This is an optimization exercise on Yosys and OpenROAD, whose aim is a short achievable clock period and few clock cycles, not a production implementation. The RTL was checked by simulation tests, not by an equivalence proof against the original design. The clock input has no modelled driver; a real chip could not lean on it and would need a root buffer or a full tree. Power and IR drop assume default switching activity.

Design top, start of the top module:
module top ( clk,
             rst,
             IM_Address,
             Instruction,
             DM_Address,
             DM_enable,
             DM_Write_Data,
             DM_Read_Data);
export LEC_CHECK = 0
export CAP_MARGIN = 20
export CORE_MARGIN = 2
export CORE_UTILIZATION = 50
export SLEW_MARGIN = 20
create_clock -name core_clock -period 11.5 [get_ports {clk}]
standard.sh (not shown) runs the stock make flow with config.mk's settings and CLKGATE_MAP_FILE= SYNTH_SCRIPT=/design/flow/synth_recipe.tcl, a recipe that flattens the netlist after the stock synthesis.
==> flow/flow/run.sh <==
#!/bin/bash
# Own layout flow:
#  1. the standard synthesis, unchanged;
#  2. ORFS floorplan and placement;
#  3. our own clock tree (flow/mycts.tcl: the clock port drives four
#     buffers, then two more buffer levels reach the flip-flops, each level
#     balanced by recursive bisection of the clock pins), then ORFS's usual
#     timing repair, aimed well below the 11.5 ns constraint (the SDC is not
#     changed, only how hard repair_timing works);
#  4. ORFS global and detailed routing and finishing.
# Each tool's output goes to a log_*.txt file here.
set -euo pipefail
MARGIN=8.3
TNS=10
W=$(pwd)
KNOBS=(SETUP_SLACK_MARGIN=$MARGIN TNS_END_PERCENT=$TNS
       "BUFFER_PORTS_ARGS=-buffer_cell sky130_fd_sc_hd__buf_4"
       POST_GLOBAL_ROUTE_TCL=$W/flow/post_grt.tcl)
RES=$W/orfs/results/$FLOW_PLATFORM/top/base
bash standard.sh synth > log_synth.txt 2>&1
bash standard.sh "${KNOBS[@]}" place > log_place.txt 2>&1
PLATFORM_DIR=$FLOW_HOME/platforms/$FLOW_PLATFORM
RESULTS_DIR=$RES LIB_FILE=$PLATFORM_DIR/lib/sky130_fd_sc_hd__tt_025C_1v80.lib \
  PLATFORM_DIR=$PLATFORM_DIR FLOWDIR=$W/flow \
  CTS_FANOUTS="4 6" SETUP_MARGIN=$MARGIN TNS_PCT=$TNS REPAIR_STEPS="7.0 7.3 7.5 7.7 7.8 7.9 8.0" \
  openroad -no_init -threads ${NUM_CORES:-8} -exit flow/cts_step.tcl > log_cts.txt 2>&1
case "${OWNFLOW_STOP:-}" in
  cts) exit 0 ;;
  grt) bash standard.sh "${KNOBS[@]}" grt > log_finish.txt 2>&1; exit 0 ;;
esac
bash standard.sh "${KNOBS[@]}" finish > log_finish.txt 2>&1
Other scripts of this flow, unchanged in this note and not shown: flow/flow/cts_step.tcl, flow/flow/mycts.tcl, flow/flow/post_grt.tcl
Testbench counts at the start, summed over its fixed seeds: cycles 30,044.
==> next run, changes <==
--- a/flow/design.v
+++ b/flow/design.v
@@ -4,25 +4,25 @@
              Instruction,
              DM_Address,
              DM_enable,
              DM_Write_Data,
              DM_Read_Data);
 	input  clk, rst;
 	output [15:0] IM_Address;
 	input  [31:0] Instruction;
 	output [15:0] DM_Address;
 	output DM_enable;
 	output [31:0] DM_Write_Data;
 	input  [31:0] DM_Read_Data;
-	integer i, q;
+	integer i;
 	function [32:0] ks_add;
 		input [31:0] x;
 		input [31:0] y;
 		input        cin;
 		reg [31:0] p, g, pp, gg;
 		integer k, d;
 		begin
 			p = x ^ y;
 			g = x & y;
 			g[0] = g[0] | (p[0] & cin);
 			pp = p;
 			gg = g;
@@ -38,25 +38,24 @@
 	reg [17:0] pc;           
 	reg [15:0] pco;          
 	reg        dv;           
 	reg        stall_r;      
 	reg        dfa, dfb;     
 	reg        dla, dlb;     
 	reg [31:0] dins;         
 	reg [17:0] dpc4;         
 	reg [17:0] dlink;        
 	reg [15:0] dimm;
 	reg [4:0]  dsh;
 	reg [31:1] rssel;        
-	reg [31:1] rmsel;        
 	reg [31:1] rtsel;        
 	reg        d_imm;
 	reg        d_same, d_rs0, d_rt0;    
 	reg        d_inv;        
 	reg        d_add, d_sub, d_and, d_or, d_xor, d_nor, d_slt, d_sll, d_srl, d_link;
 	reg        d_beq, d_bne, d_jr, d_ret, d_j;
 	reg        d_load, d_lh, d_store, d_sh;
 	reg        dpt;          
 	reg [17:0] dptgt;        
 	reg        dhit;         
 	reg [2:0]  dhidx;        
 	reg        xv;
@@ -134,43 +133,27 @@
 	reg [31:0] ra, rb;
 	always @(*) begin
 		ra = 32'd0;
 		rb = 32'd0;
 		for (i = 1; i < 32; i = i + 1) begin
 			ra = ra | ({32{rssel[i]}} & rf[i]);
 			rb = rb | ({32{rtsel[i]}} & rf[i]);
 		end
 	end
 	wire [31:0] va   = dla ? ld : (dfa ? alu : ra);
 	wire [31:0] vb   = dlb ? ld : (dfb ? alu : rb);
 	wire [31:0] dse  = {{16{dimm[15]}}, dimm};
-	reg [17:0] rm;
-	always @(*) begin
-		rm = 18'd0;
-		for (i = 1; i < 32; i = i + 1)
-			rm = rm | ({18{rmsel[i]}} & rf[i][17:0]);
-	end
-	wire [32:0] ea33 = ks_add({14'd0, rm}, dse, 1'b0);
+	wire [31:0] bx   = (d_imm ? dse : vb) ^ {32{d_inv}};
+	wire [32:0] ea33 = ks_add(ra, dse, 1'b0);
 	wire [17:0] dbrt = dpc4 + {dimm, 2'b00};
-	wire [31:0] y0  = x0;
-	wire [31:0] y1  = {x1[31:1], c_slt | x1[0]};
-	wire [31:0] ysel = {cy[31:1], c_slt ? ltu : cy[0]};
-	wire [31:0] va0 = dla ? ld : (dfa ? y0 : ra);
-	wire [31:0] va1 = dla ? ld : (dfa ? y1 : ra);
-	wire [31:0] vb0 = dlb ? ld : (dfb ? y0 : rb);
-	wire [31:0] vb1 = dlb ? ld : (dfb ? y1 : rb);
-	wire [31:0] bx0 = (d_imm ? dse : vb0) ^ {32{d_inv}};
-	wire [31:0] bx1 = (d_imm ? dse : vb1) ^ {32{d_inv}};
-	wire [31:0] pn0 = va0 ^ bx0, pn1 = va1 ^ bx1;
-	wire [31:0] gn0 = va0 & bx0, gn1 = va1 & bx1;
 	wire d_br    = d_beq | d_bne;
 	wire x_arith = c_add | c_sub;
 	wire [31:0] zk = {G[30:0] | P[30:0], cin};
 	wire xz      = ~|(P ^ zk);                       
 	wire g0      = ~|G;
 	wire d_ss    = d_br & d_same;
 	wire d_zc    = d_br & x_arith & ((dfa & d_rt0) | (dfb & d_rs0));
 	wire d_jz    = d_jr & dfa & c_add & g0;
 	wire d_res   = d_ss | d_zc | d_jz;
 	wire d_tk    = d_ss ? d_beq : (d_zc ? (d_beq ~^ xz) : 1'b1);
 	wire d_mis   = d_res & (d_jr ? (~dpt | (dptgt != P[17:0])) : (d_tk != dpt));
 	wire d_bpred = d_br & ~d_res & ~dpt & dimm[15];
@@ -311,25 +294,24 @@
 			stall_r <= f_go & f_stall;
 			dfa     <= f_go & f_ra & ~d_load;
 			dfb     <= f_go & f_rb & ~d_load;
 			dla     <= f_go & f_ra & d_load;
 			dlb     <= f_go & f_rb & d_load;
 		end
 	end
 	always @(posedge clk) begin
 		dins     <= fi;
 		dimm     <= fi[15:0];
 		dsh      <= fi[10:6];
 		rssel    <= f_rssel;
-		rmsel    <= f_rssel & {31{f_load | f_store}};
 		rtsel    <= f_rtsel;
 		d_imm    <= f_imm;
 		d_same   <= (frs == frt);
 		d_rs0    <= (frs == 5'd0);
 		d_rt0    <= (frt == 5'd0);
 		d_inv    <= f_sub | f_slt | f_slti;
 		d_add    <= f_add | f_addi;
 		d_sub    <= f_sub;
 		d_and    <= f_and | f_andi;
 		d_or     <= f_or;
 		d_xor    <= f_xor;
 		d_nor    <= f_nor;
@@ -349,28 +331,26 @@
 	end
 	always @(posedge clk) begin
 		if (!stall) begin
 			dpc4     <= pc4_f;
 			dlink    <= pc8_f;
 			dpt      <= hit | r_in;
 			dptgt    <= hit ? ptgt : ras;    
 			dhit     <= hit;
 			dhidx    <= hidx;
 		end
 	end
 	always @(posedge clk) begin
-		for (q = 0; q < 32; q = q + 1) begin
-			P[q] <= ysel[q] ? pn1[q] : pn0[q];
-			G[q] <= ysel[q] ? gn1[q] : gn0[q];
-		end
+		P     <= va ^ bx;
+		G     <= va & bx;
 		cin   <= d_inv;
 		A     <= va[17:0];
 		B     <= d_sll ? (vb << {dsh[4:3], 3'b000}) :
 		         d_srl ? (vb >> {dsh[4:3], 3'b000}) : 32'd0;
 		xpc4  <= dpc4;
 		xlink <= dlink;
 		xbrt  <= dbrt;
 		xsh   <= dsh[2:0];
 		for (i = 1; i < 32; i = i + 1)
 			xwsel[i] <= dwr & (dwa == i);    
 		c_add <= d_add;
 		c_sub <= d_sub;
Via count falls by about 10%; clock power falls by about 1%; maximum frequency rises by 10%; final cell count falls by about 9%; design area falls by 3.6%; worst hold slack degrades by 0.025 ns; clock skew falls by 0.027 ns.
Testbench counts after the change, summed over its fixed seeds: cycles 30,044.
In every run of this note, the design's own scripts or RTL, not TritonCTS, make the clock network.

==> re-timing with driven ports <==
The flow's constraints put no driver on any port. The routed layouts listed below were extracted and timed again, unchanged, in two steps. Step 1 (the two cells are an assumption about what drives the block):
set clk [get_ports {clk}]
set_driving_cell -lib_cell sky130_fd_sc_hd__clkbuf_16 $clk
set_driving_cell -lib_cell sky130_fd_sc_hd__buf_2 [delete_from_list [all_inputs] $clk]
Step 2 moves the port delays by t, midway between the first and last clock arrival at a register: inputs arrive t later, outputs are due t later. That takes back most of the time a late clock gives input paths. a / b / c = ideal ports / drivers / drivers and shift; a / b = the first two.
run	t, ns	slack for setup (ns)	worst register clock-pin slew, ns
the first run	0.799	7.407 / 7.407 / 7.407	0.10 / 0.10
the second run	0.782	7.794 / 7.795 / 7.209	0.11 / 0.11
After both steps every run listed still meets setup and hold. For the second run, which loses most, drivers alone change the setup slack by +0.001 ns; drivers and shift together by -0.585 ns.
